What follows belongs to an exercise in optimizing a design on an open flow for small area; a production flow would make more cautious choices.
At most, simulation tests tie the RTL to the original design; equivalence was not proved.
Only the layout flow was run in runs 7 and 8; the RTL was not checked for function there.
No activity file was given, so power comes from the tool's default toggle rates.

===== constraint.sdc =====
create_clock -name core_clock -period 10.0 [get_ports {clk}]
set_input_delay 2.0000 -clock core_clock [delete_from_list [all_inputs] [get_ports {clk}]]
set_output_delay 2.0000 -clock core_clock [all_outputs]
set_load 0.01 [all_outputs]

===== design.v =====
module commu
(
	input clk,
	input rst,
	input [3:0]key,
	input RxA,
	input RxB,
	output [5:0]dig,
	output [0:7]seg,
	output TxA,
	output TxB,
	output busy,
	output [3:0] led
);
reg [12:0] kq;
wire kq_j = ((kq & 13'h1eee) == 13'h18c4);
wire smp = kq_j;
wire kq_fb = (^(kq & 13'h100d)) ^ 1'b0 ^ kq_j;
always @(posedge clk)
	if (rst) kq <= 13'h1962;
	else kq <= {~kq[11:0], kq_fb};
reg ph1, ph2, ph3;
always @(posedge clk) begin ph1 <= smp; ph2 <= ph1; ph3 <= ph2; end
reg [2:0] r0, r1, r2, r3;
always @(posedge clk)
	if (rst) begin r0 <= 0; r1 <= 0; r2 <= 0; r3 <= 0; end
	else if (smp) begin
		r0 <= key[0] ? 3'b000 : {r0[2] | r0[1], r0[0], ~r0[2]};
		r2 <= key[2] ? 3'b000 : {r2[2] | r2[1], r2[0], ~r2[2]};
		r3 <= key[3] ? 3'b000 : {r3[2] | r3[1], r3[0], ~r3[2]};
		r1 <= key[1] ? {1'b0, r1[2] & ~r1[0], 1'b0} : {r1[2] | (r1[1] & r1[0]), r1[0], ~r1[2]};
	end
wire r0_4 = r0[1] & ~r0[0];
wire r1_4 = r1[2] & r1[1] & ~r1[0];
wire r2_4 = r2[1] & ~r2[0];
wire r3_4 = r3[1] & ~r3[0];
wire f0 = ph2 & r0_4;
wire f1 = ph2 & r1_4;
wire f2 = ph2 & r2_4;
wire f3 = ph2 & r3_4;
wire k1o = ph1 ? ~(~r1[0] & (r1[2] ^ r1[1])) : ~(r1[2] & ~r1[0]);
reg [2:0] cur;
reg [3:0] dat0, dat1, dat2, dat3, dat4, dat5;
reg start, txstate, send_rate, rec_rate;
function [3:0] inc_mask(input en, input [3:0] d);
	inc_mask = {en & d[2] & d[1] & d[0], en & d[1] & d[0], en & d[0], en};
endfunction
always @(posedge clk) begin
	start <= (cur == 3'd6) & ~k1o;	 
	if (rst) begin
		cur <= 0; txstate <= 0; send_rate <= 0; rec_rate <= 0;
		dat0 <= 0; dat1 <= 0; dat2 <= 0; dat3 <= 0; dat4 <= 0; dat5 <= 0;
	end else begin
		if (f0) cur <= (cur == 3'd6) ? 3'd0 : cur + 1'b1;
		dat0 <= dat0 ^ inc_mask(f1 & (cur == 3'd0), dat0);
		dat1 <= dat1 ^ inc_mask(f1 & (cur == 3'd1), dat1);
		dat2 <= dat2 ^ inc_mask(f1 & (cur == 3'd2), dat2);
		dat3 <= dat3 ^ inc_mask(f1 & (cur == 3'd3), dat3);
		dat4 <= dat4 ^ inc_mask(f1 & (cur == 3'd4), dat4);
		dat5 <= dat5 ^ inc_mask(f1 & (cur == 3'd5), dat5);
		if (f2) txstate <= ~txstate;
		if (f3 & ~txstate) send_rate <= ~send_rate;
		if (f3 & txstate) rec_rate <= ~rec_rate;
	end
end
reg [8:0] dq;
wire dq_j = ((dq & 9'hff) == 9'h62);
wire dstep = dq_j;
wire dq_fb = (^(dq & 9'h110)) ^ 1'b1 ^ dq_j;
always @(posedge clk)
	if (rst) dq <= 9'hf1;
	else dq <= {~dq[7:0], dq_fb};
reg [2:0] dsel;
always @(posedge clk)
	if (rst) dsel <= 0;
	else if (dstep) dsel <= (dsel == 3'd5) ? 3'd0 : dsel + 1'b1;
wire [5:0] don;
assign don[0] = ~dsel[2] & ~dsel[1] & ~dsel[0];
assign don[1] = ~dsel[2] & ~dsel[1] & dsel[0];
assign don[2] = dsel[1] & ~dsel[0];
assign don[3] = dsel[1] & dsel[0];
assign don[4] = dsel[2] & ~dsel[0];
assign don[5] = dsel[2] & dsel[0];
assign dig = ~{don[0], don[1], don[2], don[3], don[4], don[5]};
reg [17:0] bq;
wire bq_j = ((bq & 18'h3ffff) == 18'h3fa63);
wire btick = bq_j;
wire bq_fb = (^(bq & 18'h20400)) ^ 1'b0 ^ bq_j;
always @(posedge clk)
	if (rst) bq <= 18'hb38;
	else bq <= {~bq[16:0], bq_fb};
reg blink;
always @(posedge clk)
	if (rst) blink <= 0;
	else if (btick) blink <= ~blink;
reg [23:0] rdat;
reg rvalid;
reg [3:0] nib;
reg blank;
wire [5:0] sd = don & {6{~txstate}};
wire [5:0] sr = don & {6{txstate & rvalid}};
wire [3:0] dnib = ({4{sd[0]}} & dat0) | ({4{sd[1]}} & dat1) | ({4{sd[2]}} & dat2) |
                  ({4{sd[3]}} & dat3) | ({4{sd[4]}} & dat4) | ({4{sd[5]}} & dat5);
wire [3:0] rnib = ({4{sr[0]}} & rdat[3:0]) | ({4{sr[1]}} & rdat[7:4]) | ({4{sr[2]}} & rdat[11:8]) |
                  ({4{sr[3]}} & rdat[15:12]) | ({4{sr[4]}} & rdat[19:16]) | ({4{sr[5]}} & rdat[23:20]);
always @(posedge clk) begin
	blank <= rst | (blink & (dsel == cur) & ~txstate);
	nib <= dnib | rnib;
end
wire [0:7] code;
localparam [15:0] SEG0 = 16'h2812;
localparam [15:0] SEG1 = 16'hd860;
localparam [15:0] SEG2 = 16'hd004;
localparam [15:0] SEG3 = 16'h8492;
localparam [15:0] SEG4 = 16'h02ba;
localparam [15:0] SEG5 = 16'h208e;
localparam [15:0] SEG6 = 16'h1083;
localparam [15:0] SEG7 = 16'hffff;
assign code[0] = blank | SEG0[nib];
assign code[1] = blank | SEG1[nib];
assign code[2] = blank | SEG2[nib];
assign code[3] = blank | SEG3[nib];
assign code[4] = blank | SEG4[nib];
assign code[5] = blank | SEG5[nib];
assign code[6] = blank | SEG6[nib];
assign code[7] = 1'b1;
assign seg = code;
reg [7:0] hq;
wire hq_j = ((hq & 8'h7f) == 8'h6e);
wire htick = hq_j;
wire hq_fb = (^(hq & 8'hb8)) ^ 1'b0 ^ hq_j;
always @(posedge clk)
	if (rst) hq <= 8'h23;
	else hq <= {~hq[6:0], hq_fb};
reg [6:0] lq;
wire lq_j = ((lq & 7'h1f) == 7'ha);
wire ltick = lq_j;
wire lq_fb = (^(lq & 7'h44)) ^ 1'b1 ^ lq_j;
always @(posedge clk)
	if (rst) lq <= 7'h6b;
	else if (htick) lq <= {~lq[5:0], lq_fb};
reg clk_h, clk_l;
always @(posedge clk)
	if (rst) begin clk_h <= 0; clk_l <= 0; end
	else if (htick) begin
		clk_h <= ~clk_h;
		if (ltick) clk_l <= ~clk_l;
	end
localparam S_IDLE0 = 3'd0, S_IDLE1 = 3'd1, S_BEGIN = 3'd2, S_BIT = 3'd3, S_ZERO = 3'd4, S_NULL = 3'd5;
reg [2:0] sst;
reg [4:0] scnt;
reg [23:0] sbuf;
reg sbuf_clk;
wire ssel = send_rate ? clk_h : clk_l;
wire sstep = ssel & ~sbuf_clk;
always @(posedge clk) begin
	sbuf_clk <= ssel;	 
	if (rst) sst <= S_IDLE0;
	else if (sstep) case (sst)
		S_IDLE0, S_IDLE1: sst <= start ? S_BEGIN : S_IDLE0;
		S_BEGIN: sst <= S_BIT;
		S_BIT: sst <= S_ZERO;
		S_ZERO: sst <= (scnt == 5'd23) ? S_NULL : S_BIT;
		S_NULL: if (scnt == 5'd6) sst <= S_IDLE1;
		default: sst <= S_IDLE0;
	endcase
	if (sstep) case (sst)
		S_BEGIN: begin scnt <= 0; sbuf <= {dat5, dat4, dat3, dat2, dat1, dat0}; end
		S_ZERO: scnt <= (scnt == 5'd23) ? 5'd1 : scnt + 1'b1;
		S_NULL: scnt <= scnt + 1'b1;
		default: ;
	endcase
end
wire sbit = sbuf[scnt];
assign TxA = (sst == S_ZERO) & sbit;
assign TxB = (sst == S_ZERO) & ~sbit;
assign busy = (sst == S_IDLE1) | (sst == S_BIT) | (sst == S_ZERO) | (sst == S_NULL);
localparam R_IDLE = 2'd0, R_BIT = 2'd1, R_ZERO = 2'd2, R_NULL = 2'd3;
reg [1:0] rst_q;
reg [4:0] rcnt;
reg [23:0] rbuf;
reg rbuf_clk;
wire rsel = rec_rate ? clk_h : clk_l;
wire rstep = ~rsel & rbuf_clk;
wire rbit = RxA & ~RxB;
always @(posedge clk) begin
	if (rst) rbuf_clk <= 0; else rbuf_clk <= rsel;
	if (rst) begin rst_q <= R_IDLE; rvalid <= 0; end
	else if (rstep) case (rst_q)
		R_IDLE: if (RxA | RxB) rst_q <= R_ZERO;
		R_BIT: rst_q <= R_ZERO;
		R_ZERO: rst_q <= (rcnt == 5'd24) ? R_NULL : R_BIT;
		default: if (rcnt == 5'd6) begin rst_q <= R_IDLE; rvalid <= 1; end
	endcase
	if (rstep) case (rst_q)
		R_IDLE: if (RxA | RxB) begin rcnt <= 1; rbuf <= {rbit, rbuf[23:1]}; end
		R_BIT: begin rcnt <= rcnt + 1'b1; rbuf <= {rbit, rbuf[23:1]}; end
		R_ZERO: if (rcnt == 5'd24) rcnt <= 1;
		default: if (rcnt == 5'd6) rdat <= rbuf; else rcnt <= rcnt + 1'b1;
	endcase
end
reg led1;
always @(posedge clk) led1 <= ~rst & TxA;
wire tx_chg = ph3 & r2_4;
wire rt_chg = ph3 & r3_4;
wire tx_old = txstate ^ tx_chg;
assign led[0] = tx_old;
assign led[1] = led1;
assign led[2] = send_rate ^ (rt_chg & ~tx_old);
assign led[3] = rec_rate ^ (rt_chg & tx_old);
endmodule

===== config.mk =====
export PLATFORM = sky130hd
export DESIGN_NAME = commu
export DESIGN_NICKNAME = commu
export VERILOG_FILES = /design/flow/design.v
export SDC_FILE = /design/flow/constraint.sdc
export NUM_CORES = 4
export LEC_CHECK = 0
export CAP_MARGIN = 20
export CORE_MARGIN = 2
export CORE_UTILIZATION = 40
export PLACE_DENSITY = 0.6
export SLEW_MARGIN = 20

===== flow/run.sh =====
#!/bin/bash
# Standard ORFS layout with smaller port buffers and a clock tree without dummy loads.
set -euo pipefail
export BUFFER_PORTS_ARGS="-buffer_cell sky130_fd_sc_hd__buf_1"
export CTS_ARGS="-sink_clustering_enable -repair_clock_nets -sink_clustering_size 16 -sink_clustering_max_diameter 60 -buf_list sky130_fd_sc_hd__clkbuf_8 -dont_use_dummy_load"
bash standard.sh > standard_flow.log 2>&1

===== standard.sh =====
#!/bin/bash
# synth_recipe.tcl (not shown) runs the flow's synth.tcl, then flattens the netlist and writes it again
# the make line also repeats each setting of config.mk as NAME=value (left out here)
make -C /OpenROAD-flow-scripts/flow DESIGN_CONFIG=/design/flow/config.mk WORK_HOME=/design/flow/orfs CLKGATE_MAP_FILE= SYNTH_SCRIPT=/design/flow/synth_recipe.tcl "${@:-finish}"

==> flow_summary.toml, run 1 <==
[power_and_ir_drop]
irDropWorstVdd_mv = 0.0592
pwr_density_cell_nw_per_um2 = 150
p_leak_nw = 3.00

[route]
drt-total-wl_um = 14200
num_vias = 5002
firstDrtPassIters = 4
drtIter0Drc = 296
ant_nets = 0
vias_per_cell = 5.04
drc = 0
wl_per_cell_um = 14.3

[worst_setup_path]
slowest_stage = "edfxtp_1"
path_class = "flop to output pin"
worstPathRequired_ps = 8000
start_kind = "flop"
critPathMaxFanout = 14
cp.arrival_ps = 2790
critPathCaptureType = "output pin"
crit_path_frequent_cell = "a2111oi_0"
slowest_delay_ps = 690
crit_chain = "and2b_2 -> a2111oi_0 -> a2111oi_0 -> a221oi_2 -> nor3b_2 -> buf_1"

[sta]
min_period_ps = 4790
finClkSkew_ps = 32.9
timing.final.crit_share_pct = 47.9
maxSlewViolCount = 0
setup_violations = 0
rsz0062_at_grt = "false"
fmaxAchievable_ghz = 0.209
worst_slew_pin_slew_ps = 1070
finalSetupTns_ps = 0
hold_viol_final = 0
max_slew_margin_pct = 28.9

[synth]
synth_edf_count = 82
synth_area_um2 = 8100
yosysTopAreaCellShare_pct = 30.4
synth_area_leader_cell = "edfxtp_1"
synth.area.top_cells = "edfxtp_1 30%, dfxtp_1 30%, nor2_1 5.1%, ha_1 3.1%, xnor2_1 2.6%"
ys.flop_type = "dfxtp_1"
yosys-top-cells-count = "121 x dfxtp_1, 109 x nor2_1, 82 x edfxtp_1, 43 x nand2_1, 29 x a21oi_1"
synthCells = 712
ys_ff_latch = 203
avgSynthCellArea_um2 = 11.4
synth-seq-area-share_pct = 60.3
yosysWarnings = 1
ys_async_sr_fraction_pct = 0
syn_nets = 740
yosys.cell_types.count = 61
yosysMostFrequentCell = "dfxtp_1"

[clock_tree]
ctsResizeCount = 0
clk_latency_ps = 500
clk_pin_slew_ps = 100
cts_setup_buffers = 0
cts_root_buf = "clkbuf_8"
cts.sinks = 203
tritoncts = "built"
cts_hold_buf = 0
cts_max_path_buffers = 3
numCtsBuffers = 16
cts-htree-levels = 1

[placed_design]
routabilityCongestion = 0.812
place_area_um2 = 8400
hpwlAfterDp_um = 9770
portBuffers = 27

[cells_and_area]
postLayoutCellArea_um2 = 8620
fin_nets = 752
drive_above_1_share_pct = 6.09
area_growth_pct = 6.41
diodes = 0

[floorplanning]
core-area_um2 = 20000
fp-row-count = 52
die_h_um = 146
die-width_um = 146
initial_core_util_pct = 40.4
ioPinCount = 29
dieArea_um2 = 21400

[grt]
grt_max_degree = 113
grt_pass1_vias = 4868
grt_first_pass_wirelength_um = 23700
groute.usage.overall_pct = 13.3
grt_overflow_total = 0
antenna_found_initial = 0

[outcome]
status = "timing/DRC/antenna clean"

[hold_path]
min_path_type = "flop to flop"

[flow_run]
drv_cap = 0
-- worst paths after layout --
kind                          from  slack (ps)                end  cells after the start
max reg2reg  rec_rate$_SDFFE_PP0P_        7630  rbuf[1]$_DFFE_PP_                      4
max              scnt[0]$_DFFE_PP_        5210                TxB                      6
min                    ph1$_DFF_P_         380        ph2$_DFF_P_                      0
min reg2reg            ph1$_DFF_P_         380        ph2$_DFF_P_                      0
-- per-layer routing --
layer	GRT usage [%]	wire, um
met1	16.8	6400
met2	23.5	6970
met3	2.19	557
met4	3.93	266
met5	0	0
-- per-stage QoR --
stage	total power (W)	worst slack [ps]	instances	util (%)	hold WS (ps)
after floorplan	0.000917	6240	712	-	351
after global placement	0.000923	5820	976	41.9	358
after detailed placement	0.000925	5740	976	41.9	360
after CTS	0.00131	5170	992	43.0	375
after global routing	0.00134	4870	992	43.0	387
final	0.00129	5210	992	43.0	375
-- kinds of logic after synthesis --
family,synth area share [%]
AOI/OAI and AO/OA,7.92
xor gates and xnor gates,4.54
adders and majority gates,3.09
buffers and inverters,3.17
DFF,60.3
muxes,4.00
other,0.0463
and+or+nand+nor,16.9
-- report_power, final --
part / internal [W] / switching, W
Clock: 0.000145 / 0.000239
Combinational: 0.0000128 / 0.0000167
Sequential: 0.000868 / 0.00000828
Total: 0.00103 / 0.000264
-- flip-flops by register name (all words and copies together) (netlist names), 4 cells and up --
name and cells:
rbuf 24, rdat 24, sbuf 24, bq 18, kq 13, dq 9
hq 8, lq 7, rcnt 5, scnt 5, dat0 4, dat1 4
dat2 4, dat3 4, dat4 4, dat5 4, nib 4
-- layout make-up --
cell class              instances  area (um^2)
repair buffers                 31          135
inverters                      20         75.1
clock buffers                  16          220
flip-flops and latches        203         4880
well taps                     270          338
multi-input cells             452         2970
fillers                      1924        11400
-- placed cells by master, fill, tap and decap left out, types with 5 or more instances in the layout --
master / instances
nand3_1: 11
inv_1: 20
a21oi_1: 29
nand2_1: 43
edfxtp_1: 82
o22ai_1: 5
buf_1: 26
a221oi_1: 7
nor3_1: 14
mux2i_1: 14
nand3b_1: 5
o21ai_0: 16
clkbuf_8: 16
ha_1: 20
xnor2_1: 24
nor2b_1: 18
a22oi_1: 6
mux2_2: 5
a211oi_1: 5
nor2_1: 108
a31oi_1: 6
buf_4: 5
dfxtp_1: 121
nand2b_1: 24
xor2_1: 18
a211o_1: 7
-- worst max-delay path, delay by kind of cell (launching register included) --
family	cells	cell delay, ps
AOI/OAI and AO/OA	3	930
buffers and inverters	1	170
DFF	1	690
and+or+nand+nor	2	500
==> run 2: changes to the inputs <==
==> flow/run.sh (replaced) <==
#!/bin/bash
# Standard ORFS layout with smaller port buffers and a clock tree without dummy loads.
set -euo pipefail
export BUFFER_PORTS_ARGS="-buffer_cell sky130_fd_sc_hd__buf_1"
export CTS_ARGS="-sink_clustering_enable -repair_clock_nets -sink_clustering_size 10 -sink_clustering_max_diameter 40 -buf_list sky130_fd_sc_hd__clkbuf_4 -dont_use_dummy_load"
bash standard.sh > standard_flow.log 2>&1
==> flow_summary.toml, run 2 <==
[clock_tree]
numCtsBuffers = 28
cts_hold_buf = 0
cts_max_path_buffers = 3
cts_setup_buffers = 0
cts.sinks = 203
cts_root_buf = "clkbuf_4"
cts-htree-levels = 1
clk_latency_ps = 620
tritoncts = "built"
ctsResizeCount = 0
clk_pin_slew_ps = 100

[placed_design]
place_area_um2 = 8400
place_ws_ps = 5740
routabilityCongestion = 0.812
hpwlAfterDp_um = 9770
portBuffers = 27

[cells_and_area]
drive_above_1_share_pct = 7.63
postLayoutCellArea_um2 = 8610
fin_nets = 764
final_cell_mix = "121 x dfxtp_1, 108 x nor2_1, 82 x edfxtp_1"
reg.largest.list = "rbuf (24), rdat (24), sbuf (24)"
area_growth_pct = 6.32
final_common_cell = "dfxtp_1"
fillers = 1943

[power_and_ir_drop]
switching_share_pct = 20.9
irDropWorstVdd_mv = 0.0594
clockPowerShare_pct = 29.0
p_switching_w = 0.000267
pwr_density_cell_nw_per_um2 = 148
comb_power_share_pct = 2.3
intPower_w = 0.00101
p_leak_nw = 3.02
share_seq_of_total_power_pct = 68.7
total_power_w = 0.00128

[worst_setup_path]
crit_path_frequent_cell = "a2111oi_0"
critPathCaptureType = "output pin"
slowest_delay_ps = 690
worstPathRequired_ps = 8000
path_class = "flop to output pin"
r2r_slack_ps = 7610
rr_endpoint = "rbuf[18]$_DFFE_PP_"
critPathMaxFanout = 14
r2r-start = "rec_rate$_SDFFE_PP0P_"
crit_chain = "and2b_2 -> a2111oi_0 -> a2111oi_0 -> a221oi_2 -> nor3b_2 -> buf_1"
cp.arrival_ps = 2920
start_kind = "flop"
slowest_stage = "edfxtp_1"
path_buf_inv = 1
crit_family = "compound AO/OA/AOI/OAI gates"
reg2reg_depth = 4

[synth]
synth_edf_count = 82
synth.mux.area_fraction_pct = 4.00
ys_ff_latch = 203
synth-seq-area-share_pct = 60.3
synth_xor_area_share_pct = 4.54
ys.flop_type = "dfxtp_1"
synthCells = 712
synth_area_leader_cell = "edfxtp_1"
yosysMostFrequentCell = "dfxtp_1"
synthSimpleGateAreaFrac_pct = 16.9
yosysTopAreaCellShare_pct = 30.4
yosysWarnings = 1
avgSynthCellArea_um2 = 11.4
syn_nets = 740
synth_top_family_by_area = "simple AND/OR/NAND/NOR gates"
yosys-top-cells-count = "121 x dfxtp_1, 109 x nor2_1, 82 x edfxtp_1, 43 x nand2_1, 29 x a21oi_1"
synth_fa_ha_area_share_pct = 3.09
synth.area.top_cells = "edfxtp_1 30%, dfxtp_1 30%, nor2_1 5.1%, ha_1 3.1%, xnor2_1 2.6%"
yosys.cell_types.count = 61
synth_area_um2 = 8100
synth_compound_area_share_pct = 7.92
ys_async_sr_fraction_pct = 0

[sta]
worst_slew_pin_slew_ps = 1070
whs_ps = 348
fmaxAchievable_ghz = 0.203
setup_violations = 0
rsz0062_at_grt = "false"
timing.final.crit_share_pct = 49.2
hold_viol_final = 0
finClkSkew_ps = 55.4
maxSlewViolCount = 0
min_period_ps = 4920
finalWorstSetupSlack_ps = 5080
finalSetupTns_ps = 0
max_slew_margin_pct = 28.5

[hold_path]
min_to = "bq[14]$_SDFF_PP0_"
min_from = "bq[13]$_SDFF_PP0_"
min_path_type = "flop to flop"
holdPathStages = 1

[flow_run]
drv_cap = 0

[floorplanning]
die_h_um = 146
initial_core_util_pct = 40.4
fp-row-count = 52
ioPinCount = 29
die-width_um = 146
core-area_um2 = 20000
dieArea_um2 = 21400

[route]
met2_length_um = 7020
vias_per_cell = 5.05
firstDrtPassIters = 6
wl_met3_um = 564
drtIter0Drc = 297
met1_length_um = 6410
num_vias = 5077
wl_per_cell_um = 14.3
drc = 0
drt-total-wl_um = 14300
top_layer = "met4"
ant_nets = 0

[grt]
antenna_found_initial = 1
grt_first_pass_wirelength_um = 24100
grt_overflow_total = 0
groute.usage.overall_pct = 13.5
grt_max_degree = 113
grt_pass1_vias = 5011

[outcome]
status = "timing/DRC/antenna clean"
[run 2: cell count changes in the layout (fill, tap and decap cells not counted)]
cell	change
clkbuf_8	-16
diode_2	+1
clkbuf_4	+28
[run 2: stage by stage]
stage                     instances  utilization [%]
final                          1005             43.0
after floorplan                 712                -
after global placement          976             41.9
after detailed placement        976             41.9
after global routing           1005             43.0
after CTS                      1004             43.0
[run 2: worst max path at each step]
stage	startpoint	end	slack (ps)	cells past startpoint
2_1_floorplan	scnt[0]$_DFFE_PP_	TxB	6240	6
3_3_place_gp	scnt[0]$_DFFE_PP_	TxB	5820	6
3_5_place_dp	scnt[0]$_DFFE_PP_	TxB	5740	6
4_1_cts	scnt[0]$_DFFE_PP_	TxB	5000	6
5_1_grt	scnt[0]$_DFFE_PP_	TxB	4700	6
6_report	scnt[0]$_DFFE_PP_	TxB	5080	6
[run 2: per-layer routing]
layer  vias to the layer above  global-route usage (%)
met5                         -                       0
met2                        95                    23.9
li1                       2534                       -
met4                         0                    4.90
met3                        33                    2.38
met1                      2415                    16.6
[run 2: logic make-up after synthesis]
kind of cell	after synthesis
AO/OA/AOI/OAI	96
XOR/XNOR	42
adder cells (fa/ha/maj)	20
buffers and inverters	57
flip-flops	203
multiplexers	24
other	1
AND/OR/NAND/NOR	269
[run 2: area by class of cell]
type / count / area [um^2] / share of cell area, %
inverters: 20 / 75.1 / 0.872
clock buffers: 28 / 210 / 2.44
repair buffers: 31 / 135 / 1.57
well taps: 270 / 338 / 3.92
diodes: 1 / 2.50 / 0.0291
multi-input cells: 452 / 2970 / 34.4
flip-flops and latches: 203 / 4880 / 56.7
[run 2: power groups by stage]
stage	clock, W	sequential [W]	combinational [W]
finish	0.000370	0.000876	0.0000294
global route	0.000425	0.000878	0.0000335
CTS	0.000392	0.000876	0.0000301
detailed placement	0	0.000895	0.0000298
global placement	0	0.000894	0.0000288
floorplan	0	0.000893	0.0000239
==> run 3: changes to the inputs <==
--- a/design.v
+++ b/design.v
@@ -146,58 +146,43 @@
 		clk_h <= ~clk_h;
 		if (ltick) clk_l <= ~clk_l;
 	end
-localparam S_IDLE0 = 3'd0, S_IDLE1 = 3'd1, S_BEGIN = 3'd2, S_BIT = 3'd3, S_ZERO = 3'd4, S_NULL = 3'd5;
-reg [2:0] sst;
-reg [4:0] scnt;
+reg [5:0] sk;
 reg [23:0] sbuf;
 reg sbuf_clk;
 wire ssel = send_rate ? clk_h : clk_l;
 wire sstep = ssel & ~sbuf_clk;
+wire s_idle = sk[5] & sk[4] & ~sk[3] & sk[2] & sk[1];	 
+wire s_load = sk[5] & sk[4] & sk[3];			 
 always @(posedge clk) begin
 	sbuf_clk <= ssel;	 
-	if (rst) sst <= S_IDLE0;
-	else if (sstep) case (sst)
-		S_IDLE0, S_IDLE1: sst <= start ? S_BEGIN : S_IDLE0;
-		S_BEGIN: sst <= S_BIT;
-		S_BIT: sst <= S_ZERO;
-		S_ZERO: sst <= (scnt == 5'd23) ? S_NULL : S_BIT;
-		S_NULL: if (scnt == 5'd6) sst <= S_IDLE1;
-		default: sst <= S_IDLE0;
-	endcase
-	if (sstep) case (sst)
-		S_BEGIN: begin scnt <= 0; sbuf <= {dat5, dat4, dat3, dat2, dat1, dat0}; end
-		S_ZERO: scnt <= (scnt == 5'd23) ? 5'd1 : scnt + 1'b1;
-		S_NULL: scnt <= scnt + 1'b1;
-		default: ;
-	endcase
+	if (rst) sk <= 6'd55;
+	else if (sstep) sk <= s_idle ? (start ? 6'd63 : 6'd55) : sk + 1'b1;
+	if (sstep & s_load) sbuf <= {dat5, dat4, dat3, dat2, dat1, dat0};
 end
-wire sbit = sbuf[scnt];
-assign TxA = (sst == S_ZERO) & sbit;
-assign TxB = (sst == S_ZERO) & ~sbit;
-assign busy = (sst == S_IDLE1) | (sst == S_BIT) | (sst == S_ZERO) | (sst == S_NULL);
-localparam R_IDLE = 2'd0, R_BIT = 2'd1, R_ZERO = 2'd2, R_NULL = 2'd3;
-reg [1:0] rst_q;
-reg [4:0] rcnt;
+wire s_sym = sk[0] & ~(sk[5] & sk[4]);			 
+wire sbit = sbuf[sk[5:1]];
+assign TxA = s_sym & sbit;
+assign TxB = s_sym & ~sbit;
+assign busy = ~(sk[5] & sk[4] & sk[2] & sk[1] & sk[0]);	 
+reg [5:0] rk;
 reg [23:0] rbuf;
 reg rbuf_clk;
 wire rsel = rec_rate ? clk_h : clk_l;
 wire rstep = ~rsel & rbuf_clk;
 wire rbit = RxA & ~RxB;
+wire r_idle = rk[5] & rk[4] & rk[2] & rk[0];		 
+wire r_copy = rk[5] & rk[4] & rk[2] & ~rk[0];		 
+wire r_bit = rk[0] & ~(rk[5] & (rk[4] | (rk[3] & rk[2] & rk[1])));	 
 always @(posedge clk) begin
 	if (rst) rbuf_clk <= 0; else rbuf_clk <= rsel;
-	if (rst) begin rst_q <= R_IDLE; rvalid <= 0; end
-	else if (rstep) case (rst_q)
-		R_IDLE: if (RxA | RxB) rst_q <= R_ZERO;
-		R_BIT: rst_q <= R_ZERO;
-		R_ZERO: rst_q <= (rcnt == 5'd24) ? R_NULL : R_BIT;
-		default: if (rcnt == 5'd6) begin rst_q <= R_IDLE; rvalid <= 1; end
-	endcase
-	if (rstep) case (rst_q)
-		R_IDLE: if (RxA | RxB) begin rcnt <= 1; rbuf <= {rbit, rbuf[23:1]}; end
-		R_BIT: begin rcnt <= rcnt + 1'b1; rbuf <= {rbit, rbuf[23:1]}; end
-		R_ZERO: if (rcnt == 5'd24) rcnt <= 1;
-		default: if (rcnt == 5'd6) rdat <= rbuf; else rcnt <= rcnt + 1'b1;
-	endcase
+	if (rst) begin rk <= 6'd53; rvalid <= 0; end
+	else if (rstep) begin
+		if (r_idle) begin if (RxA | RxB) rk <= 6'd0; end
+		else rk <= r_copy ? 6'd53 : rk + 1'b1;
+		if (r_copy) rvalid <= 1;
+	end
+	if (rstep & (r_bit | (r_idle & (RxA | RxB)))) rbuf <= {rbit, rbuf[23:1]};
+	if (rstep & r_copy) rdat <= rbuf;
 end
 reg led1;
 always @(posedge clk) led1 <= ~rst & TxA;
==> flow/run.sh (replaced) <==
#!/bin/bash
# Standard ORFS layout with smaller port buffers and a clock tree without dummy loads.
set -euo pipefail
export BUFFER_PORTS_ARGS="-buffer_cell sky130_fd_sc_hd__buf_1"
export CTS_ARGS="-sink_clustering_enable -repair_clock_nets -sink_clustering_size 12 -sink_clustering_max_diameter 50 -buf_list sky130_fd_sc_hd__clkbuf_8 -dont_use_dummy_load"
bash standard.sh > standard_flow.log 2>&1
==> flow_summary.toml, run 3 <==
[grt]
grt_max_degree = 81
groute.usage.overall_pct = 14.7
grt_pass1_vias = 4741
grt_overflow_total = 0
antenna_found_initial = 0
grt_first_pass_wirelength_um = 23600

[synth]
yosysTopAreaCellShare_pct = 32.7
synth_area_leader_cell = "dfxtp_1"
synth_edf_count = 72
ys_ff_latch = 200
synthCells = 701
ys.flop_type = "dfxtp_1"
synth-seq-area-share_pct = 60.4
syn_nets = 726
yosysMostFrequentCell = "dfxtp_1"
ys_async_sr_fraction_pct = 0
avgSynthCellArea_um2 = 11.2
yosys-top-cells-count = "128 x dfxtp_1, 91 x nor2_1, 72 x edfxtp_1, 52 x nand2_1, 26 x a21oi_1"
yosysWarnings = 1
synth.area.top_cells = "dfxtp_1 33%, edfxtp_1 28%, nor2_1 4.4%, mux2i_1 2.9%, ha_1 2.7%"
yosys.cell_types.count = 61
synth_area_um2 = 7830

[cells_and_area]
final_common_cell = "dfxtp_1"
diodes = 0
final_cell_mix = "128 x dfxtp_1, 90 x nor2_1, 72 x edfxtp_1"
drive_above_1_share_pct = 5.21
area_growth_pct = 6.99
fin_nets = 737
reg.largest.list = "rbuf (24), rdat (24), sbuf (24)"
layoutNonFillerInstCount = 975

[floorplanning]
dieArea_um2 = 20700
initial_core_util_pct = 40.5
die-width_um = 144
fp-row-count = 51
core-area_um2 = 19300
die_h_um = 144
ioPinCount = 29

[route]
wl_per_cell_um = 14.6
drc = 0
ant_nets = 0
firstDrtPassIters = 4
drt-total-wl_um = 14200
drtIter0Drc = 247
vias_per_cell = 5.07
num_vias = 4939

[clock_tree]
cts_root_buf = "clkbuf_8"
cts-htree-levels = 4
clk_latency_ps = 480
ctsResizeCount = 0
tritoncts = "built"
cts_setup_buffers = 0
clk_pin_slew_ps = 110
cts.sinks = 200
cts_hold_buf = 0
numCtsBuffers = 17
cts_max_path_buffers = 2

[placed_design]
portBuffers = 27
hpwlAfterDp_um = 9800
dp_cells = 958
routabilityCongestion = 0.852

[sta]
finalSetupTns_ps = 0
finClkSkew_ps = 38.1
timing.final.crit_share_pct = 46.9
whs_ps = 367
max_slew_margin_pct = 46.9
hold_viol_final = 0
worst_slew_pin_slew_ps = 797
min_period_ps = 4690
fmaxAchievable_ghz = 0.213
maxSlewViolCount = 0
rsz0062_at_grt = "false"
setup_violations = 0

[worst_setup_path]
path_class = "flop to output pin"
start_kind = "flop"
critPathCaptureType = "output pin"
crit_chain = "nor2b_1 -> a2111oi_0 -> a311oi_1 -> o311ai_1 -> nor2b_1 -> buf_1"
crit_path_frequent_cell = "nor2b_1"
slowest_stage = "dfxtp_1"
path_buf_inv = 1
worstPathRequired_ps = 8000
slowest_delay_ps = 720
crit_family = "compound AO/OA/AOI/OAI gates"
cp.arrival_ps = 2690
critPathMaxFanout = 16

[flow_run]
drv_cap = 0

[outcome]
status = "timing/DRC/antenna clean"

[hold_path]
min_path_type = "flop to flop"

[power_and_ir_drop]
pwr_density_cell_nw_per_um2 = 152
irDropWorstVdd_mv = 0.0771
p_leak_nw = 2.88
[run 3: through the flow]
stage               setup slack (ps)  utilization [%]  total power (W)  instance area (um^2)
detailed placement              5810             42.1         0.000909                  8130
floorplan                       6340                -         0.000900                  7830
CTS                             5290             43.3          0.00129                  8370
global placement                6060             42.1         0.000906                  8130
global route                    5120             43.3          0.00133                  8370
finish                          5310             43.3          0.00127                  8370
[run 3: path summary, 6_finish.rpt]
check                                         from                 end  slack (ps)  depth (start not counted)
worst max-delay path            sk[3]$_SDFFE_PP0P_                 TxB        5310                          6
worst min-delay path             kq[10]$_SDFF_PP0_   kq[11]$_SDFF_PP1_         370                          1
worst max register to register    kq[7]$_SDFF_PP0_  r0[2]$_SDFFE_PP0P_        7790                          5
worst min register to register   kq[10]$_SDFF_PP0_   kq[11]$_SDFF_PP1_         370                          1
[run 3: logic make-up after synthesis]
| kind of cell | count (synthesis) | share of synthesized area (%) |
|---|---|---|
| other | 1 | 0.0479 |
| muxes | 32 | 4.53 |
| adders and majority gates | 17 | 2.72 |
| and+or+nand+nor | 261 | 16.7 |
| buffers and inverters | 52 | 2.72 |
| xor gates and xnor gates | 39 | 4.37 |
| AOI/OAI and AO/OA | 99 | 8.52 |
| DFF | 200 | 60.4 |
[run 3: power breakdown]
part           switching (W)  internal (W)  leakage, nW
Clock               0.000234      0.000151        0.122
Combinational      0.0000174     0.0000136         1.07
Sequential        0.00000869      0.000850         1.69
[run 3: final cells by class]
| type | instances | area (um^2) |
|---|---|---|
| clock buffer | 17 | 234 |
| inverter | 14 | 52.6 |
| tap | 265 | 332 |
| timing repair buffer | 30 | 128 |
| multi-input combinational | 449 | 2900 |
| fill | 1766 | 11000 |
| sequential | 200 | 4720 |
[run 3: per-layer routing]
layer / vias to the layer above / track usage (%) / part of all wire, %
li1: 2480 / - / -
met1: 2359 / 18.5 / 46
met2: 75 / 24.2 / 49
met3: 25 / 3.40 / 2.5
met4: 0 / 6.24 / 2.2
met5: - / 0 / 0
==> run 4: changes to the inputs <==
==> flow/run.sh (replaced) <==
#!/bin/bash
# Standard ORFS layout with smaller port buffers and a clock tree without dummy loads.
set -euo pipefail
export BUFFER_PORTS_ARGS="-buffer_cell sky130_fd_sc_hd__buf_1"
export CTS_ARGS="-sink_clustering_enable -repair_clock_nets -sink_clustering_size 30 -sink_clustering_max_diameter 80 -buf_list sky130_fd_sc_hd__clkbuf_16 -dont_use_dummy_load"
bash standard.sh > standard_flow.log 2>&1
==> flow_summary.toml, run 4 <==
[outcome]
status = "timing/DRC/antenna clean"

[sta]
hold_viol_final = 0
max_slew_margin_pct = 46.9
min_period_ps = 4640
setup_violations = 0
whs_ps = 371
finalSetupTns_ps = 0
maxSlewViolCount = 0
finClkSkew_ps = 22.4
rsz0062_at_grt = "false"
worst_slew_pin_slew_ps = 797
fmaxAchievable_ghz = 0.215
timing.final.crit_share_pct = 46.4

[power_and_ir_drop]
intPower_w = 0.00116
share_seq_of_total_power_pct = 59.8
pwr_density_cell_nw_per_um2 = 168
p_leak_nw = 2.97
switching_share_pct = 19.3
p_switching_w = 0.000278
irDropWorstVdd_mv = 0.106
clockPowerShare_pct = 38.1
comb_power_share_pct = 2.2

[cells_and_area]
area_growth_pct = 9.43
register_area_um2 = 4720
drive_above_1_share_pct = 5.21
fillers = 1740
final_cell_mix = "128 x dfxtp_1, 90 x nor2_1, 72 x edfxtp_1"
final_common_cell = "dfxtp_1"
fin_nets = 737
diodes = 0
multi_input_comb_area_um2 = 2900
reg.largest.list = "rbuf (24), rdat (24), sbuf (24)"

[floorplanning]
die_h_um = 144
core-area_um2 = 19300
fp-row-count = 51
initial_core_util_pct = 40.5
die-width_um = 144
dieArea_um2 = 20700
ioPinCount = 29

[synth]
avgSynthCellArea_um2 = 11.2
ys.flop_type = "dfxtp_1"
yosysMostFrequentCell = "dfxtp_1"
yosysTopAreaCellShare_pct = 32.7
synth-seq-area-share_pct = 60.4
ys_ff_latch = 200
yosys.cell_types.count = 61
yosysWarnings = 1
synthCells = 701
ys_async_sr_fraction_pct = 0
synth_area_um2 = 7830
yosys-top-cells-count = "128 x dfxtp_1, 91 x nor2_1, 72 x edfxtp_1, 52 x nand2_1, 26 x a21oi_1"
syn_nets = 726
synth_edf_count = 72
synth.area.top_cells = "dfxtp_1 33%, edfxtp_1 28%, nor2_1 4.4%, mux2i_1 2.9%, ha_1 2.7%"
synth_area_leader_cell = "dfxtp_1"

[grt]
grt_first_pass_wirelength_um = 23600
groute.usage.overall_pct = 14.7
grt_pass1_vias = 4762
grt_max_degree = 81
antenna_found_initial = 0
grt_overflow_total = 0

[clock_tree]
tritoncts = "built"
cts_hold_buf = 0
clk_latency_ps = 430
cts_max_path_buffers = 2
cts.sinks = 200
numCtsBuffers = 17
cts_root_buf = "clkbuf_16"
clk_pin_slew_ps = 60
cts-htree-levels = 4
cts_setup_buffers = 0
ctsResizeCount = 0

[worst_setup_path]
rr_endpoint = "sbuf[1]$_DFFE_PP_"
r2r_slack_ps = 7800
start_kind = "flop"
worstPathRequired_ps = 8000
reg2reg_depth = 4
path_class = "flop to output pin"
cp.arrival_ps = 2640
critPathCaptureType = "output pin"
critPathMaxFanout = 16
r2r-start = "send_rate$_SDFFE_PP0P_"

[route]
drt-total-wl_um = 14200
wl_met3_um = 363
drc = 0
top_layer = "met4"
met1_length_um = 6430
num_vias = 4944
met2_length_um = 7050
firstDrtPassIters = 6
ant_nets = 0
vias_per_cell = 5.07
wl_per_cell_um = 14.5
drtIter0Drc = 274

[hold_path]
holdPathStages = 0
min_from = "ph1$_DFF_P_"
min_path_type = "flop to flop"
min_to = "ph2$_DFF_P_"

[flow_run]
drv_cap = 0

[placed_design]
routabilityCongestion = 0.852
hpwlAfterDp_um = 9800
portBuffers = 27
## run 4: changes by cell type in the layout (fill, tap and decap cells not counted)
cell	delta
clkbuf_8	-17
clkbuf_16	+17
## run 4: layout make-up
cell class,instances,share of cell area (%)
Inverter,14,0.614
Clock buffer,17,4.97
Sequential cell,200,55.2
Multi-Input combinational cell,449,33.9
Tap cell,265,3.87
Timing Repair Buffer,30,1.49
## run 4: cell families (layout without fill, tap and decap cells)
logic type               after synthesis  in the layout  synth area share [%]
buffers and inverters                 52             61                  2.72
multiplexers                          32             32                  4.53
AND/OR/NAND/NOR                      261            261                  16.7
AO/OA/AOI/OAI                         99             99                  8.52
XOR/XNOR                              39             39                  4.37
flip-flops                           200            200                  60.4
adder cells (fa/ha/maj)               17             17                  2.72
other                                  1              1                0.0479
## run 4: how the worst max path moves through the flow
stage                       startpoint  end  slack (ps)  depth (start not counted)
finish              sk[3]$_SDFFE_PP0P_  TxB        5360                          6
global route        sk[3]$_SDFFE_PP0P_  TxB        5170                          6
floorplan           sk[1]$_SDFFE_PP1P_  TxB        6340                          6
detailed placement  sk[3]$_SDFFE_PP0P_  TxB        5810                          6
CTS                 sk[3]$_SDFFE_PP0P_  TxB        5340                          6
global placement    sk[3]$_SDFFE_PP0P_  TxB        6060                          6
## run 4: power by group through the flow
| stage | combinational, W | sequential [W] | clock (W) |
|---|---|---|---|
| after floorplan | 0.0000248 | 0.000875 | 0 |
| after global placement | 0.0000298 | 0.000877 | 0 |
| after CTS | 0.0000315 | 0.000860 | 0.000563 |
| final | 0.0000312 | 0.000860 | 0.000547 |
| after detailed placement | 0.0000316 | 0.000878 | 0 |
| after global routing | 0.0000352 | 0.000861 | 0.000598 |
## run 4: critical path: stages (launching register included)
cell and delay (ps):
dfxtp_1 710, nor2b_1 100, a2111oi_0 600, a311oi_1 100
o311ai_1 370, nor2b_1 180, buf_1 160
## run 4: stage by stage
| stage | total power [W] | utilization, % | setup slack [ps] | area, um^2 | std cells |
|---|---|---|---|---|---|
| floorplan | 0.000900 | - | 6340 | 7830 | 701 |
| global placement | 0.000906 | 42.1 | 6060 | 8130 | 958 |
| detailed placement | 0.000909 | 42.1 | 5810 | 8130 | 958 |
| CTS | 0.00145 | 44.3 | 5340 | 8560 | 975 |
| global route | 0.00149 | 44.3 | 5170 | 8560 | 975 |
| finish | 0.00144 | 44.3 | 5360 | 8560 | 975 |
## run 4: layer usage
layer,GRT usage (%),vias to the layer above
li1,-,2487
met1,18.3,2359
met2,24.3,72
met3,3.43,26
met4,6.50,0
met5,0,-
==> run 5: changes to the inputs <==
==> flow/run.sh (replaced) <==
#!/bin/bash
# Standard ORFS layout with smaller port buffers and a clock tree without dummy loads.
set -euo pipefail
export BUFFER_PORTS_ARGS="-buffer_cell sky130_fd_sc_hd__buf_1"
export CTS_ARGS="-sink_clustering_enable -repair_clock_nets -sink_clustering_size 16 -sink_clustering_max_diameter 60 -buf_list {sky130_fd_sc_hd__clkbuf_4 sky130_fd_sc_hd__clkbuf_8} -dont_use_dummy_load"
bash standard.sh > standard_flow.log 2>&1
==> flow_summary.toml, run 5 <==
[route]
drt-total-wl_um = 14200
drtIter0Drc = 247
vias_per_cell = 5.07
num_vias = 4939
wl_per_cell_um = 14.6
drc = 0
ant_nets = 0
firstDrtPassIters = 4

[clock_tree]
cts-htree-levels = 4
ctsResizeCount = 0
cts_setup_buffers = 0
cts_max_path_buffers = 2
tritoncts = "built"
cts_root_buf = "clkbuf_8"
clk_latency_ps = 480
cts_hold_buf = 0
numCtsBuffers = 17
cts.sinks = 200
clk_pin_slew_ps = 110

[cells_and_area]
layoutNonFillerInstCount = 975
final_common_cell = "dfxtp_1"
multi_input_comb_area_um2 = 2900
reg.largest.list = "rbuf (24), rdat (24), sbuf (24)"
area_growth_pct = 6.99
diodes = 0
register_area_um2 = 4720
final_cell_mix = "128 x dfxtp_1, 90 x nor2_1, 72 x edfxtp_1"
drive_above_1_share_pct = 5.21
fillers = 1766
fin_nets = 737

[synth]
synthSimpleGateAreaFrac_pct = 16.7
yosysTopAreaCellShare_pct = 32.7
syn_nets = 726
synth.mux.area_fraction_pct = 4.53
synth_top_family_by_area = "simple AND/OR/NAND/NOR gates"
yosys.cell_types.count = 61
yosys-top-cells-count = "128 x dfxtp_1, 91 x nor2_1, 72 x edfxtp_1, 52 x nand2_1, 26 x a21oi_1"
ys_ff_latch = 200
ys.flop_type = "dfxtp_1"
synth_area_um2 = 7830
yosysWarnings = 1
synth-seq-area-share_pct = 60.4
synth_compound_area_share_pct = 8.52
yosysMostFrequentCell = "dfxtp_1"
synthCells = 701
synth_area_leader_cell = "dfxtp_1"
synth_edf_count = 72
ys_async_sr_fraction_pct = 0
avgSynthCellArea_um2 = 11.2
synth_xor_area_share_pct = 4.37
synth.area.top_cells = "dfxtp_1 33%, edfxtp_1 28%, nor2_1 4.4%, mux2i_1 2.9%, ha_1 2.7%"
synth_fa_ha_area_share_pct = 2.72

[sta]
max_slew_margin_pct = 46.9
setup_violations = 0
finalSetupTns_ps = 0
maxSlewViolCount = 0
timing.final.crit_share_pct = 46.9
fmaxAchievable_ghz = 0.213
min_period_ps = 4690
finClkSkew_ps = 38.1
rsz0062_at_grt = "false"
worst_slew_pin_slew_ps = 797
hold_viol_final = 0

[worst_setup_path]
slowest_stage = "dfxtp_1"
crit_path_frequent_cell = "nor2b_1"
worstPathRequired_ps = 8000
critPathCaptureType = "output pin"
cp.arrival_ps = 2690
path_class = "flop to output pin"
crit_chain = "nor2b_1 -> a2111oi_0 -> a311oi_1 -> o311ai_1 -> nor2b_1 -> buf_1"
start_kind = "flop"
slowest_delay_ps = 720
critPathMaxFanout = 16

[floorplanning]
core-area_um2 = 19300
fp-row-count = 51
ioPinCount = 29
die-width_um = 144
initial_core_util_pct = 40.5
dieArea_um2 = 20700
die_h_um = 144

[grt]
grt_overflow_total = 0
grt_max_degree = 81
antenna_found_initial = 0
grt_pass1_vias = 4741
grt_first_pass_wirelength_um = 23600
groute.usage.overall_pct = 14.7

[outcome]
status = "timing/DRC/antenna clean"

[placed_design]
dp_cells = 958
hpwlAfterDp_um = 9800
routabilityCongestion = 0.852
portBuffers = 27

[hold_path]
min_path_type = "flop to flop"

[power_and_ir_drop]
total_power_w = 0.00127
p_leak_nw = 2.88
irDropWorstVdd_mv = 0.0771
pwr_density_cell_nw_per_um2 = 152

[flow_run]
drv_cap = 0
run 5: changes by cell type in the layout (fill, tap and decap cells not counted):
cell and change:
clkbuf_16 -17, clkbuf_8 +17
run 5: through the flow:
stage               area, um^2  worst slack, ps  utilization (%)  hold WS, ps
detailed placement        8130             5810             42.1          361
finish                    8370             5310             43.3          367
global placement          8130             6060             42.1          362
global route              8370             5120             43.3          379
floorplan                 7830             6340                -          351
CTS                       8370             5290             43.3          367
run 5: final cells by class:
type | count | area share (%)
inverters | 14 | 0.628
clock buffers | 17 | 2.79
well taps | 265 | 3.96
repair buffers | 30 | 1.52
flip-flops and latches | 200 | 56.4
multi-input cells | 449 | 34.7
run 5: worst max-delay path: cells and delay by family, from the launching register on:
kind,cells,cell delay (ps)
AO/OA/AOI/OAI,3,1070
AND/OR/NAND/NOR,2,280
buffers and inverters,1,160
flip-flops,1,720
run 5: final timing paths:
kind | from | end | slack [ps] | depth (start not counted)
max | sk[3]$_SDFFE_PP0P_ | TxB | 5310 | 6
min | kq[10]$_SDFF_PP0_ | kq[11]$_SDFF_PP1_ | 370 | 1
max reg2reg | kq[7]$_SDFF_PP0_ | r0[2]$_SDFFE_PP0P_ | 7790 | 5
min reg2reg | kq[10]$_SDFF_PP0_ | kq[11]$_SDFF_PP1_ | 370 | 1
run 5: cells by family after synthesis:
| kind of cell | count (synthesis) |
|---|---|
| fa+ha+maj | 17 |
| buf+inv | 52 |
| other cells | 1 |
| simple gates | 261 |
| compound gates | 99 |
| flops | 200 |
| xor+xnor | 39 |
| mux | 32 |
run 5: layer usage:
| metal | global-route usage (%) | part of all wire [%] | up-vias |
|---|---|---|---|
| met4 | 6.24 | 2.2 | 0 |
| li1 | - | - | 2480 |
| met3 | 3.40 | 2.5 | 25 |
| met5 | 0 | 0 | - |
| met1 | 18.5 | 46 | 2359 |
| met2 | 24.2 | 49 | 75 |
run 5: report_power, final:
group	total, W	leakage (nW)	switching, W	internal (W)
Sequential	0.000859	1.69	0.00000869	0.000850
Combinational	0.0000310	1.07	0.0000174	0.0000136
Clock	0.000385	0.122	0.000234	0.000151
Total	0.00127	2.88	0.000260	0.00101
==> run 6: changes to the inputs <==
==> flow/run.sh (replaced) <==
#!/bin/bash
# Standard ORFS layout with smaller port buffers and a clock tree without dummy loads.
set -euo pipefail
export BUFFER_PORTS_ARGS="-buffer_cell sky130_fd_sc_hd__buf_1"
export CTS_ARGS="-sink_clustering_enable -repair_clock_nets -sink_clustering_size 16 -sink_clustering_max_diameter 60 -buf_list sky130_fd_sc_hd__clkbuf_8 -dont_use_dummy_load"
bash standard.sh > standard_flow.log 2>&1
==> flow_summary.toml, run 6 <==
[synth]
yosysTopAreaCellShare_pct = 32.7
synthCells = 701
synth.area.top_cells = "dfxtp_1 33%, edfxtp_1 28%, nor2_1 4.4%, mux2i_1 2.9%, ha_1 2.7%"
yosysWarnings = 1
avgSynthCellArea_um2 = 11.2
yosys.cell_types.count = 61
ys.flop_type = "dfxtp_1"
yosys-top-cells-count = "128 x dfxtp_1, 91 x nor2_1, 72 x edfxtp_1, 52 x nand2_1, 26 x a21oi_1"
synth_area_leader_cell = "dfxtp_1"
synth-seq-area-share_pct = 60.4
syn_nets = 726
synth_edf_count = 72
yosysMostFrequentCell = "dfxtp_1"
ys_ff_latch = 200
synth_area_um2 = 7830
ys_async_sr_fraction_pct = 0

[worst_setup_path]
slowest_delay_ps = 720
r2r_slack_ps = 7790
start_kind = "flop"
cp.arrival_ps = 2690
worstPathRequired_ps = 8000
slowest_stage = "dfxtp_1"
r2r-start = "kq[7]$_SDFF_PP0_"
critPathCaptureType = "output pin"
path_buf_inv = 1
cp-startpoint = "sk[3]$_SDFFE_PP0P_"
crit_family = "compound AO/OA/AOI/OAI gates"
crit_chain = "nor2b_1 -> a2111oi_0 -> a311oi_1 -> o311ai_1 -> nor2b_1 -> buf_1"
path_depth = 6
critPathMaxFanout = 16
path_class = "flop to output pin"
reg2reg_depth = 5
crit_path_frequent_cell = "nor2b_1"

[clock_tree]
clk_pin_slew_ps = 110
cts_setup_buffers = 0
cts.sinks = 200
clk_latency_ps = 480
ctsResizeCount = 0
numCtsBuffers = 17
cts_max_path_buffers = 2
cts_hold_buf = 0
tritoncts = "built"
cts_root_buf = "clkbuf_8"
cts-htree-levels = 4

[hold_path]
min_path_type = "flop to flop"
holdPathStages = 1
min_from = "kq[10]$_SDFF_PP0_"

[cells_and_area]
area_growth_pct = 6.99
reg.largest.list = "rbuf (24), rdat (24), sbuf (24)"
diodes = 0
final_cell_mix = "128 x dfxtp_1, 90 x nor2_1, 72 x edfxtp_1"
fin_nets = 737
fin_util_pct = 43.3
final_common_cell = "dfxtp_1"
drive_above_1_share_pct = 5.21

[floorplanning]
fp-row-count = 51
die_h_um = 144
initial_core_util_pct = 40.5
core-area_um2 = 19300
die-width_um = 144
ioPinCount = 29
dieArea_um2 = 20700

[grt]
grt_first_pass_wirelength_um = 23600
grt_pass1_vias = 4741
grt_max_degree = 81
antenna_found_initial = 0
groute.usage.overall_pct = 14.7
grt_overflow_total = 0

[placed_design]
routabilityCongestion = 0.852
portBuffers = 27
hpwlAfterDp_um = 9800

[sta]
worst_slew_pin_slew_ps = 797
finalSetupTns_ps = 0
timing.final.crit_share_pct = 46.9
rsz0062_at_grt = "false"
min_period_ps = 4690
fmaxAchievable_ghz = 0.213
finClkSkew_ps = 38.1
hold_viol_final = 0
maxSlewViolCount = 0
setup_violations = 0
max_slew_margin_pct = 46.9
whs_ps = 367

[route]
drc = 0
num_vias = 4939
firstDrtPassIters = 4
drt-total-wl_um = 14200
ant_nets = 0
vias_per_cell = 5.07
wl_per_cell_um = 14.6
drtIter0Drc = 247

[power_and_ir_drop]
p_leak_nw = 2.88
pwr_density_cell_nw_per_um2 = 152
irDropWorstVdd_mv = 0.0771

[outcome]
status = "timing/DRC/antenna clean"

[flow_run]
drv_cap = 0
[run 6: cell counts after synthesis]
Identical to the previous run, type by type.
[run 6: per-layer routing]
metal	vias up	GRT usage [%]	share of wire, %
li1	2480	-	-
met1	2359	18.5	46
met2	75	24.2	49
met3	25	3.40	2.5
met4	0	6.24	2.2
met5	-	0	0
[run 6: final timing paths]
kind	to
max	TxB
min	kq[11]$_SDFF_PP1_
max reg2reg	r0[2]$_SDFFE_PP0P_
min reg2reg	kq[11]$_SDFF_PP1_
[run 6: cells by family after synthesis]
logic type	share of synthesized area [%]
buffers and inverters	2.72
adder cells (fa/ha/maj)	2.72
multiplexers	4.53
flip-flops	60.4
AO/OA/AOI/OAI	8.52
XOR/XNOR	4.37
AND/OR/NAND/NOR	16.7
other	0.0479
[run 6: area by class of cell]
class / instances / area, um^2
Fill cell: 1766 / 11000
Timing Repair Buffer: 30 / 128
Tap cell: 265 / 332
Clock buffer: 17 / 234
Multi-Input combinational cell: 449 / 2900
Sequential cell: 200 / 4720
Inverter: 14 / 52.6
[run 6: worst register-to-register path: stages (launching register included)]
cell,delay [ps]
dfxtp_1,350
nor4bb_1,310
nand4_1,550
inv_1,530
a21oi_1,140
a211oi_1,230
[run 6: per-stage QoR]
step	worst slack, ps	std cells	area, um^2	total power (W)
floorplan	6340	701	7830	0.000900
global placement	6060	958	8130	0.000906
detailed placement	5810	958	8130	0.000909
CTS	5290	975	8370	0.00129
global route	5120	975	8370	0.00133
finish	5310	975	8370	0.00127
[run 6: power by group]
part           leakage, nW  internal [W]  switching [W]
logic                 1.07     0.0000136      0.0000174
clock network        0.122      0.000151       0.000234
registers             1.69      0.000850     0.00000869
total                 2.88       0.00101       0.000260
==> run 7: changes to the inputs <==
--- a/design.v
+++ b/design.v
@@ -13,11 +13,11 @@
 	output [3:0] led
 );
 reg [12:0] kq;
-wire kq_j = ((kq & 13'h1eee) == 13'h18c4);
+wire kq_j = ((kq & 13'hfee) == 13'h9ae);
 wire smp = kq_j;
-wire kq_fb = (^(kq & 13'h100d)) ^ 1'b0 ^ kq_j;
+wire kq_fb = (^(kq & 13'h1001)) ^ 1'b1 ^ kq_j;
 always @(posedge clk)
-	if (rst) kq <= 13'h1962;
+	if (rst) kq <= 13'hdfd;
 	else kq <= {~kq[11:0], kq_fb};
 reg ph1, ph2, ph3;
 always @(posedge clk) begin ph1 <= smp; ph2 <= ph1; ph3 <= ph2; end
==> flow_summary.toml, run 7 <==
[worst_setup_path]
worstPathRequired_ps = 8000
critPathMaxFanout = 16
critPathCaptureType = "output pin"
cp.arrival_ps = 2430
start_kind = "flop"
path_class = "flop to output pin"

[clock_tree]
ctsResizeCount = 0
clk_pin_slew_ps = 90
tritoncts = "built"
cts_root_buf = "clkbuf_8"
cts.sinks = 200
cts_setup_buffers = 0
cts_max_path_buffers = 2
cts_hold_buf = 0
clk_latency_ps = 460
numCtsBuffers = 17
cts-htree-levels = 4

[cells_and_area]
area_growth_pct = 6.87
postLayoutCellArea_um2 = 8460
fillers = 1814
reg.largest.list = "rbuf (24), rdat (24), sbuf (24)"
fin_nets = 743
layoutNonFillerInstCount = 981
final_common_cell = "dfxtp_1"
diodes = 0
final_cell_mix = "128 x dfxtp_1, 94 x nor2_1, 72 x edfxtp_1"
drive_above_1_share_pct = 6.01

[grt]
grt_max_degree = 77
grt_first_pass_wirelength_um = 24500
grt_overflow_total = 0
groute.usage.overall_pct = 15.0
antenna_found_initial = 0
grt_pass1_vias = 4999

[synth]
yosysTopAreaCellShare_pct = 32.4
ys_ff_latch = 200
synth-seq-area-share_pct = 59.7
ys.flop_type = "dfxtp_1"
yosysWarnings = 1
ys_async_sr_fraction_pct = 0
yosys.cell_types.count = 62
synth_area_leader_cell = "dfxtp_1"
synthCells = 707
synth_area_um2 = 7920
yosys-top-cells-count = "128 x dfxtp_1, 94 x nor2_1, 72 x edfxtp_1, 46 x nand2_1, 32 x nand2b_1"
yosysMostFrequentCell = "dfxtp_1"
synth_edf_count = 72
synth.area.top_cells = "dfxtp_1 32%, edfxtp_1 27%, nor2_1 4.5%, ha_1 2.7%, mux2i_1 2.7%"
avgSynthCellArea_um2 = 11.2
syn_nets = 732

[placed_design]
place_area_um2 = 8220
dp_cells = 963
portBuffers = 27
routabilityCongestion = 0.932
hpwlAfterDp_um = 10000

[route]
drtIter0Drc = 337
met2_length_um = 6980
wl_per_cell_um = 14.8
firstDrtPassIters = 5
ant_nets = 0
drt-total-wl_um = 14600
top_layer = "met4"
met1_length_um = 6810
num_vias = 5012
wl_met3_um = 427
vias_per_cell = 5.11
drc = 0

[power_and_ir_drop]
intPower_w = 0.00101
clockPowerShare_pct = 30.2
p_switching_w = 0.000256
pwr_density_cell_nw_per_um2 = 150
switching_share_pct = 20.2
irDropWorstVdd_mv = 0.0745
share_seq_of_total_power_pct = 67.7
p_leak_nw = 2.93
comb_power_share_pct = 2.1

[sta]
finalSetupTns_ps = 0
setup_violations = 0
worst_slew_pin_slew_ps = 1040
timing.final.crit_share_pct = 44.3
fmaxAchievable_ghz = 0.226
max_slew_margin_pct = 31.0
whs_ps = 377
rsz0062_at_grt = "false"
maxSlewViolCount = 0
hold_viol_final = 0
min_period_ps = 4430
finClkSkew_ps = 38.2

[floorplanning]
die_h_um = 145
fp-row-count = 51
dieArea_um2 = 20900
initial_core_util_pct = 40.7
die-width_um = 145
core-area_um2 = 19500
ioPinCount = 29

[outcome]
status = "timing/DRC/antenna clean"

[flow_run]
drv_cap = 0

[hold_path]
min_path_type = "flop to flop"
## run 7: changes by cell type after synthesis, sizes merged, moves of 3 or more
cell	previous run	this run
and2	5	2
nor2b	14	17
a22oi	3	6
and3	10	4
nand3b	5	8
a221oi	6	0
nand2	52	46
mux2	7	11
nand2b	24	32
nor2	91	94
o21ai	16	12
## run 7: power groups by stage
stage,Clock [W],Sequential (W),Combinational (W)
6_report,0.000383,0.000857,0.0000267
5_1_grt,0.000431,0.000859,0.0000306
4_1_cts,0.000397,0.000857,0.0000271
3_5_place_dp,0,0.000876,0.0000269
3_3_place_gp,0,0.000875,0.0000257
2_1_floorplan,0,0.000873,0.0000204
## run 7: cell type report
| cell class | count | area, um^2 | share of cell area (%) |
|---|---|---|---|
| well taps | 265 | 332 | 3.92 |
| inverters | 16 | 60.1 | 0.710 |
| multi-input cells | 452 | 2980 | 35.2 |
| repair buffers | 31 | 135 | 1.60 |
| flip-flops and latches | 200 | 4720 | 55.8 |
| clock buffers | 17 | 234 | 2.77 |
## run 7: per-stage QoR
stage          total power, W  setup slack [ps]  utilization (%)
3_3_place_gp         0.000900              6130             42.2
6_report              0.00127              5570             43.5
2_1_floorplan        0.000894              6300                -
4_1_cts               0.00128              5540             43.4
5_1_grt               0.00132              5380             43.5
3_5_place_dp         0.000903              6060             42.2
## run 7: cells by family (layout without fill, tap and decap cells)
logic type,after synthesis,after routing,share of synthesized area [%]
simple gates,260,260,16.7
other cells,1,1,0.0474
flops,200,200,59.7
xor+xnor,39,39,4.31
fa+ha+maj,17,17,2.69
buf+inv,55,64,2.91
mux,34,34,4.79
compound gates,101,101,8.91
## run 7: per-layer routing
metal	vias to the layer above	global-route usage, %
met5	-	0
met4	0	6.03
met3	23	3.42
met2	91	24.9
met1	2394	19.0
li1	2504	-
## run 7: worst paths after layout
kind	endpoint	start	cells after the start	slack [ps]
max	TxA	sk[3]$_SDFFE_PP0P_	5	5570
min reg2reg	ph2$_DFF_P_	ph1$_DFF_P_	0	380
min	ph2$_DFF_P_	ph1$_DFF_P_	0	380
max reg2reg	sbuf[15]$_DFFE_PP_	send_rate$_SDFFE_PP0P_	3	7620
## run 7: critical path, cell delays in order, from the launching register on
cell	delay (ps)
dfxtp_1	680
mux2_2	400
o221ai_1	270
nor2_1	110
or3_1	370
buf_1	130
==> run 8: changes to the inputs <==
--- a/design.v
+++ b/design.v
@@ -13,11 +13,11 @@
 	output [3:0] led
 );
 reg [12:0] kq;
-wire kq_j = ((kq & 13'hfee) == 13'h9ae);
+wire kq_j = ((kq & 13'h1eee) == 13'h18c4);
 wire smp = kq_j;
-wire kq_fb = (^(kq & 13'h1001)) ^ 1'b1 ^ kq_j;
+wire kq_fb = (^(kq & 13'h100d)) ^ 1'b0 ^ kq_j;
 always @(posedge clk)
-	if (rst) kq <= 13'hdfd;
+	if (rst) kq <= 13'h1962;
 	else kq <= {~kq[11:0], kq_fb};
 reg ph1, ph2, ph3;
 always @(posedge clk) begin ph1 <= smp; ph2 <= ph1; ph3 <= ph2; end
@@ -170,15 +170,15 @@
 wire rsel = rec_rate ? clk_h : clk_l;
 wire rstep = ~rsel & rbuf_clk;
 wire rbit = RxA & ~RxB;
-wire r_idle = rk[5] & rk[4] & rk[2] & rk[0];		 
-wire r_copy = rk[5] & rk[4] & rk[2] & ~rk[0];		 
-wire r_bit = rk[0] & ~(rk[5] & (rk[4] | (rk[3] & rk[2] & rk[1])));	 
+wire r_wait = rk[5] & rk[4];				 
+wire r_idle = r_wait & rk[2] & rk[1];			 
+wire r_copy = r_wait & rk[2] & rk[0];			 
+wire r_bit = ~rk[0] & ~r_wait;				 
 always @(posedge clk) begin
 	if (rst) rbuf_clk <= 0; else rbuf_clk <= rsel;
-	if (rst) begin rk <= 6'd53; rvalid <= 0; end
+	if (rst) begin rk <= 6'd54; rvalid <= 0; end
 	else if (rstep) begin
-		if (r_idle) begin if (RxA | RxB) rk <= 6'd0; end
-		else rk <= r_copy ? 6'd53 : rk + 1'b1;
+		if (~r_idle | RxA | RxB) rk <= r_idle ? 6'd1 : rk + 1'b1;
 		if (r_copy) rvalid <= 1;
 	end
 	if (rstep & (r_bit | (r_idle & (RxA | RxB)))) rbuf <= {rbit, rbuf[23:1]};
==> flow_summary.toml, run 8 <==
[synth]
synthCells = 695
ys.flop_type = "dfxtp_1"
synth_area_leader_cell = "dfxtp_1"
synth.area.top_cells = "dfxtp_1 33%, edfxtp_1 28%, nor2_1 4.3%, nand2_1 3.4%, xnor2_1 2.9%"
ys_ff_latch = 200
yosys-top-cells-count = "128 x dfxtp_1, 90 x nor2_1, 72 x edfxtp_1, 70 x nand2_1, 26 x xnor2_1"
syn_nets = 720
yosysWarnings = 1
synth_edf_count = 72
avgSynthCellArea_um2 = 11.2
synth-seq-area-share_pct = 60.5
synth_area_um2 = 7810
yosysTopAreaCellShare_pct = 32.8
ys_async_sr_fraction_pct = 0
yosys.cell_types.count = 68
yosysMostFrequentCell = "dfxtp_1"

[route]
num_vias = 4957
drt-total-wl_um = 14200
firstDrtPassIters = 5
ant_nets = 0
drc = 0
drtIter0Drc = 379
wl_per_cell_um = 14.6
vias_per_cell = 5.10

[worst_setup_path]
worstPathRequired_ps = 8000
path_class = "flop to output pin"
r2r_slack_ps = 7670
reg2reg_depth = 4
critPathCaptureType = "output pin"
cp-startpoint = "sk[3]$_SDFFE_PP0P_"
critPathMaxFanout = 16
rr_endpoint = "rbuf[12]$_DFFE_PP_"
crit_end = "TxB"
r2r-start = "rec_rate$_SDFFE_PP0P_"
cp.arrival_ps = 2490
start_kind = "flop"

[hold_path]
min_path_type = "flop to flop"

[cells_and_area]
fin_nets = 734
area_growth_pct = 6.82
final_common_cell = "dfxtp_1"
final_cell_mix = "128 x dfxtp_1, 88 x nor2_1, 72 x edfxtp_1"
fillers = 1781
reg.largest.list = "rbuf (24), rdat (24), sbuf (24)"
postLayoutCellArea_um2 = 8350
drive_above_1_share_pct = 6.36
diodes = 0
fin_util_pct = 43.2

[clock_tree]
tritoncts = "built"
cts.sinks = 200
numCtsBuffers = 17
ctsResizeCount = 0
clk_latency_ps = 460
cts-htree-levels = 4
cts_root_buf = "clkbuf_8"
cts_setup_buffers = 0
clk_pin_slew_ps = 100
cts_hold_buf = 0
cts_max_path_buffers = 2

[floorplanning]
core-area_um2 = 19300
initial_core_util_pct = 40.4
ioPinCount = 29
die_h_um = 144
fp-row-count = 51
dieArea_um2 = 20700
die-width_um = 144

[sta]
hold_viol_final = 0
min_period_ps = 4490
fmaxAchievable_ghz = 0.223
finalSetupTns_ps = 0
maxSlewViolCount = 0
rsz0062_at_grt = "false"
timing.final.crit_share_pct = 44.9
finalWorstSetupSlack_ps = 5510
worst_slew_pin_slew_ps = 941
setup_violations = 0
max_slew_margin_pct = 37.3
finClkSkew_ps = 31.8

[power_and_ir_drop]
p_leak_nw = 2.94
irDropWorstVdd_mv = 0.0737
pwr_density_cell_nw_per_um2 = 152

[grt]
grt_pass1_vias = 4797
grt_first_pass_wirelength_um = 23500
groute.usage.overall_pct = 14.6
grt_max_degree = 91
antenna_found_initial = 0
grt_overflow_total = 0

[flow_run]
drv_cap = 0

[placed_design]
portBuffers = 27
place_area_um2 = 8110
hpwlAfterDp_um = 9990
routabilityCongestion = 0.832
place_ws_ps = 5850

[outcome]
status = "timing/DRC/antenna clean"
run 8: power by group:
group / internal [W] / total [W] / switching (W)
clock network: 0.000151 / 0.000380 / 0.000229
logic: 0.0000117 / 0.0000297 / 0.0000180
registers: 0.000850 / 0.000859 / 0.00000847
run 8: cells by family after synthesis:
group | synth area share, %
AOI/OAI and AO/OA | 9.16
xor gates and xnor gates | 4.71
adders and majority gates | 2.72
buffers and inverters | 3.06
DFF | 60.5
muxes | 3.81
other | 0.0480
and+or+nand+nor | 16.0
run 8: worst min path at each step:
stage | start | to | slack [ps] | cells past startpoint
6_report | kq[4]$_SDFF_PP0_ | kq[5]$_SDFF_PP1_ | 380 | 1
5_1_grt | kq[4]$_SDFF_PP0_ | kq[5]$_SDFF_PP1_ | 400 | 1
4_1_cts | kq[4]$_SDFF_PP0_ | kq[5]$_SDFF_PP1_ | 380 | 1
3_5_place_dp | kq[4]$_SDFF_PP0_ | kq[5]$_SDFF_PP1_ | 350 | 1
3_3_place_gp | kq[4]$_SDFF_PP0_ | kq[5]$_SDFF_PP1_ | 350 | 1
2_1_floorplan | kq[4]$_SDFF_PP0_ | kq[5]$_SDFF_PP1_ | 340 | 1
run 8: through the flow:
| step | cells | hold WS (ps) | total power, W |
|---|---|---|---|
| after floorplan | 695 | 343 | 0.000898 |
| after global routing | 972 | 401 | 0.00132 |
| final | 972 | 376 | 0.00127 |
| after detailed placement | 955 | 355 | 0.000907 |
| after CTS | 972 | 379 | 0.00129 |
| after global placement | 955 | 349 | 0.000905 |
run 8: worst max-delay path: stages (launching register included):
cell,delay [ps]
dfxtp_1,710
nor2b_1,100
a2111oi_1,480
a311oi_1,120
o311ai_2,300
nor2b_1,180
buf_1,150
run 8: layout make-up:
| cell class | instances | area (um^2) | area share [%] |
|---|---|---|---|
| well taps | 265 | 332 | 3.97 |
| flip-flops and latches | 200 | 4720 | 56.6 |
| inverters | 16 | 60.1 | 0.720 |
| clock buffers | 17 | 234 | 2.80 |
| repair buffers | 31 | 133 | 1.59 |
| multi-input cells | 443 | 2860 | 34.3 |
run 8: layer usage:
metal | GRT usage (%) | vias up | wire, um
met3 | 3.67 | 17 | 443
met5 | 0 | - | 0
met2 | 24.3 | 82 | 7060
li1 | - | 2469 | -
met4 | 5.11 | 0 | 218
met1 | 18.3 | 2389 | 6510

Setup slack of run 8, layout unchanged: 5.510 ns with ideal ports, 5.469 ns with driving cells assumed (clock clkbuf_16, inputs buf_2), 5.892 ns with port delays also shifted by the 0.482 ns mid clock arrival.
